This design comes from an exercise in tuning for small area, a short achievable clock period and few clock cycles per item on the open sky130 flow, not from production work. The RTL was checked by simulation tests, not by an equivalence proof against the original design. The clock port is modelled as an ideal driver; clocking choices that lean on that would not hold on a real chip. Power is estimated from default activity; no workload was simulated.

==> flow/design.v (excerpt) <==
module fastInvSqrt #(
    parameter INT_WIDTH = 12,       
    parameter FRACT_WIDTH = 4        
    )
    (
    input wire clk,
    input wire rst_n,
    input wire [INT_WIDTH+FRACT_WIDTH-1:0] data_in,
    input wire valid_in,
    output reg ready_in,
    output wire [INT_WIDTH+FRACT_WIDTH-1:0] data_out,
    output reg valid_out,
    input wire ready_out
    );
Size in the first run: ~38 I/O pins, ~700 sq um of cells after synthesis.
clock: 12.5 ns
lec_check: 0
cap_margin: 20
core_area: 2.5 2.5 61.5 61.5
die_area: 0 0 64 64
slew_margin: 20
standard.sh (not shown) runs the stock make flow with config.mk's settings and CLKGATE_MAP_FILE= SYNTH_SCRIPT=/design/flow/synth_recipe.tcl, a recipe that flattens the netlist after the stock synthesis.
==> flow/flow/run.sh <==
#!/bin/bash
# The standard layout, except:
#  - synthesis maps the logic with flow/abc_custom.script, a light mapping
#    that keeps the RTL's and-inverter graph, instead of ORFS's
#    abc_speed.script (the rest of the synthesis script is the standard flow's own);
#  - port buffers are buf_1 cells;
#  - the constant outputs share one tie cell;
set -euo pipefail
here=$PWD
# A scripts folder that is ORFS's, with abc_speed.script replaced.
mkdir -p scripts_custom
for f in "$FLOW_HOME"/scripts/*; do ln -sf "$f" scripts_custom/; done
rm -f scripts_custom/abc_speed.script
cp flow/abc_custom.script scripts_custom/abc_speed.script
cat > synth_custom.tcl <<EOT
set ::env(SCRIPTS_DIR) $here/scripts_custom
source $here/synth_recipe.tcl
EOT
bash standard.sh SYNTH_SCRIPT=$here/synth_custom.tcl synth > synth.log 2>&1
bash standard.sh "BUFFER_PORTS_ARGS=-buffer_cell sky130_fd_sc_hd__buf_1" SKIP_REPAIR_TIE_FANOUT=1 POST_CTS_TCL=$here/flow/post_cts.tcl finish > standard.log 2>&1
==> flow/flow/abc_custom.script <==
strash
dch
map
topo
stime -c
==> flow/flow/sizeopt.tcl <==
proc so_eval {} {
  estimate_parasitics -placement
  set ends [find_timing_paths -path_delay max -group_path_count $::so_k -endpoint_path_count 1]
  set ws [get_property [lindex $ends 0] slack]
  set sum 0.0
  foreach e $ends { set sum [expr {$sum + [get_property $e slack]}] }
  return [list [expr {[rsz::design_area] * 1e12 * ($::so_period - $ws)}] $sum]
}
proc so_better {a b} {
  lassign $a m1 s1
  lassign $b m2 s2
  if {$m1 < $m2 - 1e-6} { return 1 }
  if {$m1 <= $m2 + 1e-9 && $s1 > $s2 + 1e-6} { return 1 }
  return 0
}
proc so_family {inst} {
  set m [get_name [get_property $inst liberty_cell]]
  if {![regexp {^(sky130_fd_sc_hd__[a-z0-9]+)_(\d+)$} $m -> base drive]} { return {} }
  set out {}
  foreach lc [get_lib_cells ${base}_*] {
    set n [get_name $lc]
    if {[regexp "^${base}_\\d+\$" $n] && $n ne $m} { lappend out $n }
  }
  return $out
}
proc so_skip {inst} {
  set lc [get_property $inst liberty_cell]
  if {$lc eq "" || $lc eq "NULL"} { return 1 }
  return [regexp {clkbuf_|clkinv|conb|tap|fill} [get_name $lc]]
}
proc so_try {inst best} {
  set orig [get_name [get_property $inst liberty_cell]]
  set bestcell $orig
  foreach c [so_family $inst] {
    replace_cell $inst $c
    set v [so_eval]
    if {[so_better $v $best]} { set best $v; set bestcell $c }
  }
  replace_cell $inst $bestcell
  return [list $best [expr {$bestcell ne $orig}] $bestcell]
}
proc size_for_area_period {period {k 8}} {
  set ::so_period $period
  set ::so_k $k
  set best [so_eval]
  puts "sizeopt: start $best"
  for {set pass 0} {$pass < 40} {incr pass} {
    set changed 0
    set insts {}
    foreach e [find_timing_paths -path_delay max -group_path_count $k -endpoint_path_count 1] {
      foreach pt [get_property $e points] {
        if {[catch {set inst [get_cells -of_objects [get_property $pt pin]]}] || $inst eq ""} { continue }
        if {[lsearch -exact $insts [get_name $inst]] < 0} { lappend insts [get_name $inst] }
      }
    }
    foreach name $insts {
      set inst [get_cells $name]
      if {[so_skip $inst]} { continue }
      lassign [so_try $inst $best] best ch cell
      if {$ch} { incr changed; puts "sizeopt: $name -> $cell $best" }
    }
    if {!$changed} { break }
  }
  foreach inst [get_cells *] {
    if {[so_skip $inst]} { continue }
    lassign [so_try $inst $best] best ch cell
    if {$ch} { puts "sizeopt: [get_name $inst] -> $cell $best" }
  }
  puts "sizeopt: end $best"
}
Other scripts of this flow, unchanged in this note and not shown: flow/flow/post_cts.tcl
The first run finished with timing, DRC and antenna clean.
Testbench counts at the start, summed over its fixed seeds: cycles 1,028, items 1,024.
Change:
==> flow/flow/abc_custom.script (replaced) <==
strash
dch
map -B 0.5
topo
stime -c
--- a/flow/flow/sizeopt.tcl
+++ b/flow/flow/sizeopt.tcl
@@ -27,5 +27,5 @@
   set lc [get_property $inst liberty_cell]
   if {$lc eq "" || $lc eq "NULL"} { return 1 }
-  return [regexp {clkbuf_|clkinv|conb|tap|fill} [get_name $lc]]
+  return [regexp {df|clkbuf_|conb|tap|fill} [get_name $lc]]
 }
 proc so_try {inst best} {
Result: The changed run passed the timing, design-rule and antenna checks. Clock power hardly moves. Total power went down by 1.0%. Utilization went up by 0.38 points. Global-route usage fell by 0.88 points. Design area rose by 1.6%. Register-to-register slack is better by 130 ps.
Change:
==> flow/flow/abc_custom.script (replaced) <==
strash
map
topo
stime -c
What happened: Clock power decreases by about 3%; worst setup slack is worse by 10 ps; clock skew stays flat; routed wire length increases by 6.9%; synthesized cell count decreases by 3.8%.
Change:
==> flow/flow/abc_custom.script (replaced) <==
strash
dch
map -B 0.3
topo
stime -c
Cell count went up by 0.61%.
Worst setup slack degrades by 120 ps.
Via count goes up by 1.7%.
Power rises by 0.91%.
Sequential cell count does not change.
Die area does not change.
Clock power rose by about 5%.
Clock-buffer cell count is unchanged.

========
the previous run:
fastInvSqrt again, from the RTL that the note above started with.
export LEC_CHECK = 0
export CAP_MARGIN = 20
export CORE_AREA = 2.5 2.5 61.5 61.5
export DIE_AREA = 0 0 64 64
export SLEW_MARGIN = 20
create_clock -name core_clock -period 12.5 [get_ports {clk}]
==> flow/flow/run.sh <==
#!/bin/bash
# The standard layout, except:
#  - synthesis maps the logic with flow/abc_custom.script, a light mapping
#    that keeps the RTL's and-inverter graph, instead of ORFS's
#    abc_speed.script (the rest of the synthesis script is the standard flow's own);
#  - port buffers are buf_1 cells;
#  - the constant outputs share one tie cell.
set -euo pipefail
here=$PWD
# A scripts folder that is ORFS's, with abc_speed.script replaced.
mkdir -p scripts_custom
for f in "$FLOW_HOME"/scripts/*; do ln -sf "$f" scripts_custom/; done
rm -f scripts_custom/abc_speed.script
cp flow/abc_custom.script scripts_custom/abc_speed.script
cat > synth_custom.tcl <<EOT
set ::env(SCRIPTS_DIR) $here/scripts_custom
source $here/synth_recipe.tcl
EOT
bash standard.sh SYNTH_SCRIPT=$here/synth_custom.tcl synth > synth.log 2>&1
bash standard.sh "BUFFER_PORTS_ARGS=-buffer_cell sky130_fd_sc_hd__buf_1" SKIP_REPAIR_TIE_FANOUT=1 finish > standard.log 2>&1
==> flow/flow/abc_custom.script <==
strash
dch
map -B 0.3
topo
stime -c
The previous run: flow completed, timing, DRC and antenna clean
Testbench counts of the previous run, summed over its fixed seeds: cycles 1,028, items 1,024.
--- input diff the previous run..the current run ---
--- a/flow/flow/run.sh
+++ b/flow/flow/run.sh
@@ -5,5 +5,7 @@
 #    abc_speed.script (the rest of the synthesis script is the standard flow's own);
 #  - port buffers are buf_1 cells;
-#  - the constant outputs share one tie cell.
+#  - the constant outputs share one tie cell;
+#  - after clock tree synthesis, cells on the slowest paths are upsized
+#    (flow/post_cts.tcl).
 set -euo pipefail
 here=$PWD
@@ -18,3 +20,3 @@
 EOT
 bash standard.sh SYNTH_SCRIPT=$here/synth_custom.tcl synth > synth.log 2>&1
-bash standard.sh "BUFFER_PORTS_ARGS=-buffer_cell sky130_fd_sc_hd__buf_1" SKIP_REPAIR_TIE_FANOUT=1 finish > standard.log 2>&1
+bash standard.sh "BUFFER_PORTS_ARGS=-buffer_cell sky130_fd_sc_hd__buf_1" SKIP_REPAIR_TIE_FANOUT=1 POST_CTS_TCL=$here/flow/post_cts.tcl finish > standard.log 2>&1
==> flow/flow/post_cts.tcl (new file) <==
# After clock tree synthesis: upsize and swap pins (no new buffers) on paths
# with less than 9.0 ns of setup slack, then legalize the placement again.
repair_timing -setup -setup_margin 9.0 -sequence "sizeup,swap" -verbose
detailed_placement
check_placement -verbose
On number of buffer and inverter instances along the worst setup path, the current run tracks the previous run almost exactly. The final wirelength reported for the current run is greater than that of the previous run by 10 um. Summary of the comparison: critical path depth is higher in the current run, relative to the previous run. Of the two values seen for cell with the biggest individual delay on the critical path, nor4_1 was produced by the previous run and nor4_2 by the current run. Comparing the current run against the previous run, there is no change at all in detailed-placement wirelength estimate.

========
== violet ==
Another version of the RTL of fastInvSqrt (not shown whole).
For scale: about 9 flip-flops, roughly 38 I/O pins, roughly 830 um2 of cells after synthesis.
export LEC_CHECK = 0
export CAP_MARGIN = 20
export CORE_AREA = 2.5 2.5 61.5 61.5
export DIE_AREA = 0 0 64 64
export SLEW_MARGIN = 20
create_clock -name core_clock -period 12.5 [get_ports {clk}]
==> flow/flow/run.sh <==
#!/bin/bash
# The standard layout, except:
#  - synthesis maps the logic with flow/abc_custom.script instead of ORFS's
#    abc_speed.script (the rest of the synthesis script is the standard flow's own);
#  - port buffers are buf_2 cells;
#  - the constant outputs share one tie cell.
set -euo pipefail
here=$PWD
# A scripts folder that is ORFS's, with abc_speed.script replaced.
mkdir -p scripts_custom
for f in "$FLOW_HOME"/scripts/*; do ln -sf "$f" scripts_custom/; done
rm -f scripts_custom/abc_speed.script
cp flow/abc_custom.script scripts_custom/abc_speed.script
cat > synth_custom.tcl <<EOT
set ::env(SCRIPTS_DIR) $here/scripts_custom
source $here/synth_recipe.tcl
EOT
bash standard.sh SYNTH_SCRIPT=$here/synth_custom.tcl synth > synth.log 2>&1
bash standard.sh "BUFFER_PORTS_ARGS=-buffer_cell sky130_fd_sc_hd__buf_2" SKIP_REPAIR_TIE_FANOUT=1 finish > standard.log 2>&1
==> flow/flow/abc_custom.script <==
strash
dc2
collapse
strash
dc2
dc2
dch
map -B 0.3
topo
stime -c
Testbench counts of violet, summed over its fixed seeds: cycles 1,028, items 1,024.
## Diff of input files: garnet against violet
--- a/flow/flow/run.sh
+++ b/flow/flow/run.sh
@@ -3,5 +3,5 @@
 #  - synthesis maps the logic with flow/abc_custom.script instead of ORFS's
 #    abc_speed.script (the rest of the synthesis script is the standard flow's own);
-#  - port buffers are buf_2 cells;
+#  - port buffers are buf_1 cells;
 #  - the constant outputs share one tie cell.
 set -euo pipefail
@@ -17,3 +17,3 @@
 EOT
 bash standard.sh SYNTH_SCRIPT=$here/synth_custom.tcl synth > synth.log 2>&1
-bash standard.sh "BUFFER_PORTS_ARGS=-buffer_cell sky130_fd_sc_hd__buf_2" SKIP_REPAIR_TIE_FANOUT=1 finish > standard.log 2>&1
+bash standard.sh "BUFFER_PORTS_ARGS=-buffer_cell sky130_fd_sc_hd__buf_1" SKIP_REPAIR_TIE_FANOUT=1 finish > standard.log 2>&1
### Flow results
violet ended up with buf_2 as its leading cell type in the layout, fill and taps excluded; garnet ended up with buf_1.
For garnet, the cell type of the slowest stage on the worst timing path was nor2_1, unlike violet, where it was a211o_2.
Of garnet and violet, it is garnet that has the higher fraction of standard cell area in multi-input logic.
garnet: clock period minus final worst setup slack higher than violet
Summary — global-route track usage on met2, garnet relative to violet: higher, by 0.52 points.
The run showing the smaller layout-stage area growth over the synthesis result is garnet.
Of garnet and violet, the higher portion of total power attributed to the clock network belongs to garnet.
Row sequential share of layout area: garnet higher / violet lower
[garnet vs violet] final worst slack: lower in garnet
The relative contribution of sequential cells to total power in garnet was higher than what violet gave.
Higher endpoint arrival time on the critical path among garnet and violet: garnet
Diff garnet and violet: global-route usage lower in garnet
Here is what was changed in the inputs of fjord compared with garnet.
==> flow/flow/run.sh <==
#!/bin/bash
# Standard layout, with the port buffers made of buf_2 cells instead of the
# cell buffer_ports picks by default.
set -euo pipefail
bash standard.sh "BUFFER_PORTS_ARGS=-buffer_cell sky130_fd_sc_hd__buf_2" SETUP_SLACK_MARGIN=9.3 finish > standard.log 2>&1
removed: flow/flow/abc_custom.script
Static leakage in fjord is 76% above garnet.
When the final numbers for garnet and fjord were put side by side, the routed wire length turned out to be greater in fjord.
Higher fraction of area in clock buffers and inverters goes to garnet over fjord.

========
fastInvSqrt again, from the RTL that the note above started with.
==> flow/config.mk <==
export PLATFORM = sky130hd
export DESIGN_NAME = fastInvSqrt
export DESIGN_NICKNAME = fastInvSqrt
export VERILOG_FILES = /design/flow/design.v
export SDC_FILE = /design/flow/constraint.sdc
export NUM_CORES = 4
export LEC_CHECK = 0
export CAP_MARGIN = 20
export CORE_AREA = 2.5 2.5 61.5 61.5
export DIE_AREA = 0 0 64 64
export SLEW_MARGIN = 20
==> flow/constraint.sdc <==
create_clock -name core_clock -period 12.5 [get_ports {clk}]
set_input_delay 2.5000 -clock core_clock [delete_from_list [all_inputs] [get_ports {clk}]]
set_output_delay 2.5000 -clock core_clock [all_outputs]
set_load 0.01 [all_outputs]
==> flow/flow/run.sh <==
#!/bin/bash
# Standard layout, with the port buffers made of buf_2 cells instead of the
# cell buffer_ports picks by default.
set -euo pipefail
bash standard.sh "BUFFER_PORTS_ARGS=-buffer_cell sky130_fd_sc_hd__buf_2" finish > standard.log 2>&1
Testbench counts at the start, summed over its fixed seeds: cycles 1,028, items 1,024.
Next try:
==> flow/run.sh (new file) <==
#!/bin/bash
# synth_recipe.tcl (not shown) runs the flow's synth.tcl, then flattens the netlist and writes it again
# the make line also repeats each setting of config.mk as NAME=value (left out here)
make -C /OpenROAD-flow-scripts/flow DESIGN_CONFIG=/design/flow/config.mk WORK_HOME=/design/flow/orfs CLKGATE_MAP_FILE= SYNTH_SCRIPT=/design/flow/synth_recipe.tcl finish
removed: flow/flow/run.sh
removed: flow/standard.sh
The changed run finished with timing, DRC and antenna clean.
Wire length is lower by 2.3%.
Total power climbs by 6.2%.
Sequential cell count does not change.
Synthesized area stays the same.
Die area stays the same.
Design area went up by 14%.
Synthesized cell count does not change.
Next try:
==> flow/flow/run.sh (new file) <==
#!/bin/bash
# Standard layout, with the port buffers made of buf_2 cells instead of the
# cell buffer_ports picks by default.
set -euo pipefail
bash standard.sh "BUFFER_PORTS_ARGS=-buffer_cell sky130_fd_sc_hd__buf_2" finish > standard.log 2>&1
==> flow/standard.sh (new file) <==
#!/bin/bash
# synth_recipe.tcl (not shown) runs the flow's synth.tcl, then flattens the netlist and writes it again
# the make line also repeats each setting of config.mk as NAME=value (left out here)
make -C /OpenROAD-flow-scripts/flow DESIGN_CONFIG=/design/flow/config.mk WORK_HOME=/design/flow/orfs CLKGATE_MAP_FILE= SYNTH_SCRIPT=/design/flow/synth_recipe.tcl "${@:-finish}"
- ABC_CLOCK_PERIOD_IN_PS: unset -> 1000
removed: flow/run.sh
What happened:
- The new run completed with no timing, DRC or antenna violations
- core utilization fell by 4.2 points
- total power fell by 5.9%
- non-clock buffer count does not change
- hold slack got worse by 0.023 ns
- clock-buffer cell count stays the same
- via count shrinks by 2.2%

========
## alpha
fastInvSqrt, a different RTL version from the one above (not shown whole).
Size: roughly 110 cells after synthesis, roughly 9 flip-flops, roughly 38 I/O pins.
clock: 12.5 ns
lec_check: 0
cap_margin: 20
core_area: 2.5 2.5 61.5 61.5
die_area: 0 0 64 64
slew_margin: 20
==> flow/flow/run.sh <==
#!/bin/bash
# The standard layout, except:
#  - synthesis maps the logic with flow/abc_custom.script, a light mapping
#    that keeps the RTL's and-inverter graph, instead of ORFS's
#    abc_speed.script (the rest of the synthesis script is the standard flow's own);
#  - port buffers are buf_1 cells;
#  - the constant outputs share one tie cell.
set -euo pipefail
here=$PWD
# A scripts folder that is ORFS's, with abc_speed.script replaced.
mkdir -p scripts_custom
for f in "$FLOW_HOME"/scripts/*; do ln -sf "$f" scripts_custom/; done
rm -f scripts_custom/abc_speed.script
cp flow/abc_custom.script scripts_custom/abc_speed.script
cat > synth_custom.tcl <<EOT
set ::env(SCRIPTS_DIR) $here/scripts_custom
source $here/synth_recipe.tcl
EOT
bash standard.sh SYNTH_SCRIPT=$here/synth_custom.tcl synth > synth.log 2>&1
bash standard.sh "BUFFER_PORTS_ARGS=-buffer_cell sky130_fd_sc_hd__buf_1" SKIP_REPAIR_TIE_FANOUT=1 POST_CTS_TCL=$here/flow/post_cts.tcl finish > standard.log 2>&1
==> flow/flow/abc_custom.script <==
strash
dch
map -B 0.3
topo
stime -c
==> flow/flow/post_cts.tcl <==
# After clock tree synthesis: upsize and swap pins (no new buffers) on paths
# with less than 9.0 ns of setup slack.
repair_timing -setup -setup_margin 9.0 -sequence "sizeup,swap" -verbose
Testbench counts of alpha, summed over its fixed seeds: cycles 1,028, items 1,024.
Input changes introduced in beta (baseline for comparison: alpha):
==> flow/flow/post_cts.tcl <==
# After clock tree synthesis: upsize and swap pins (no new buffers) on paths
# with less than 9.3 ns of setup slack.
repair_timing -setup -setup_margin 9.3 -sequence "sizeup,swap" -verbose
[summary]
- beta ran to completion and came out clean on the timing, design-rule and antenna checks.
- From alpha to beta the numbers moved as follows: first-pass GRT wire length shows an increase of 2.3%, global routing met2 resource utilization shows a reduction of 0.39 points, fraction of power consumed by the clock network shows a reduction of 1.3 points, first-iteration detailed-routing DRC count shows an increase of 8, synthesized area shows no meaningful change.
- Reported for alpha and beta, number of nets in the layout turned out identical to the last digit.
- beta against alpha; number of global-route vias before repair is up slightly.
- Cell with the largest stage delay on the worst path = sky130_fd_sc_hd__buf_1: alpha; cell with the largest stage delay on the worst path = sky130_fd_sc_hd__nor3_2: beta

-- port drivers added, routing unchanged --
How much do the figures lean on ideal ports? The routed layouts below were timed once more, with nothing changed but the port constraints. Step 1 sets driving cells, clkbuf_16 on the clock port and buf_2 on the other inputs (assumed; they add their load-dependent delay and slew). Step 2 moves the port delays by t, midway between the first and last clock arrival at a register: inputs arrive t later, outputs are due t later. That takes back most of the time a late clock gives input paths. Three values: no drivers, after step 1, after step 2; two values: the first two.
run | t, ns | setup WS [ns] | latest minus earliest clock arrival (ns)
the first run of note 1 | 0.264 | 9.008 / 9.005 / 8.741 | 0.000 / 0.001
the second run of note 1 | 0.263 | 9.000 / 8.989 / 8.726 | 0.003 / 0.002
the third run of note 1 | 0.262 | 8.990 / 8.990 / 8.729 | 0.003 / 0.003
the fourth run of note 1 | 0.265 | 8.870 / 8.867 / 8.602 | 0.002 / 0.002
the previous run | 0.265 | 8.780 / 8.777 / 8.512 | 0.002 / 0.002
the current run | 0.266 | 8.924 / 8.922 / 8.656 | 0.003 / 0.003
violet | 0.267 | 8.815 / 8.811 / 8.544 | 0.005 / 0.005
garnet | 0.268 | 8.716 / 8.715 / 8.448 | 0.002 / 0.003
fjord | 0.266 | 8.766 / 8.754 / 8.488 | 0.003 / 0.002
the first run of note 4 | 0.269 | 8.599 / 8.597 / 8.329 | 0.000 / 0.001
the second run of note 4 | 0.267 | 7.979 / 7.975 / 7.709 | 0.001 / 0.001
the third run of note 4 | 0.269 | 8.599 / 8.597 / 8.329 | 0.000 / 0.001
alpha | 0.271 | 8.962 / 8.957 / 8.686 | 0.003 / 0.004
beta | 0.272 | 9.060 / 9.047 / 8.787 | 0.003 / 0.003
After both steps setup and hold are still met in every run listed. For fjord, which loses most, drivers alone change the setup slack by -0.012 ns; drivers and shift together by -0.278 ns.
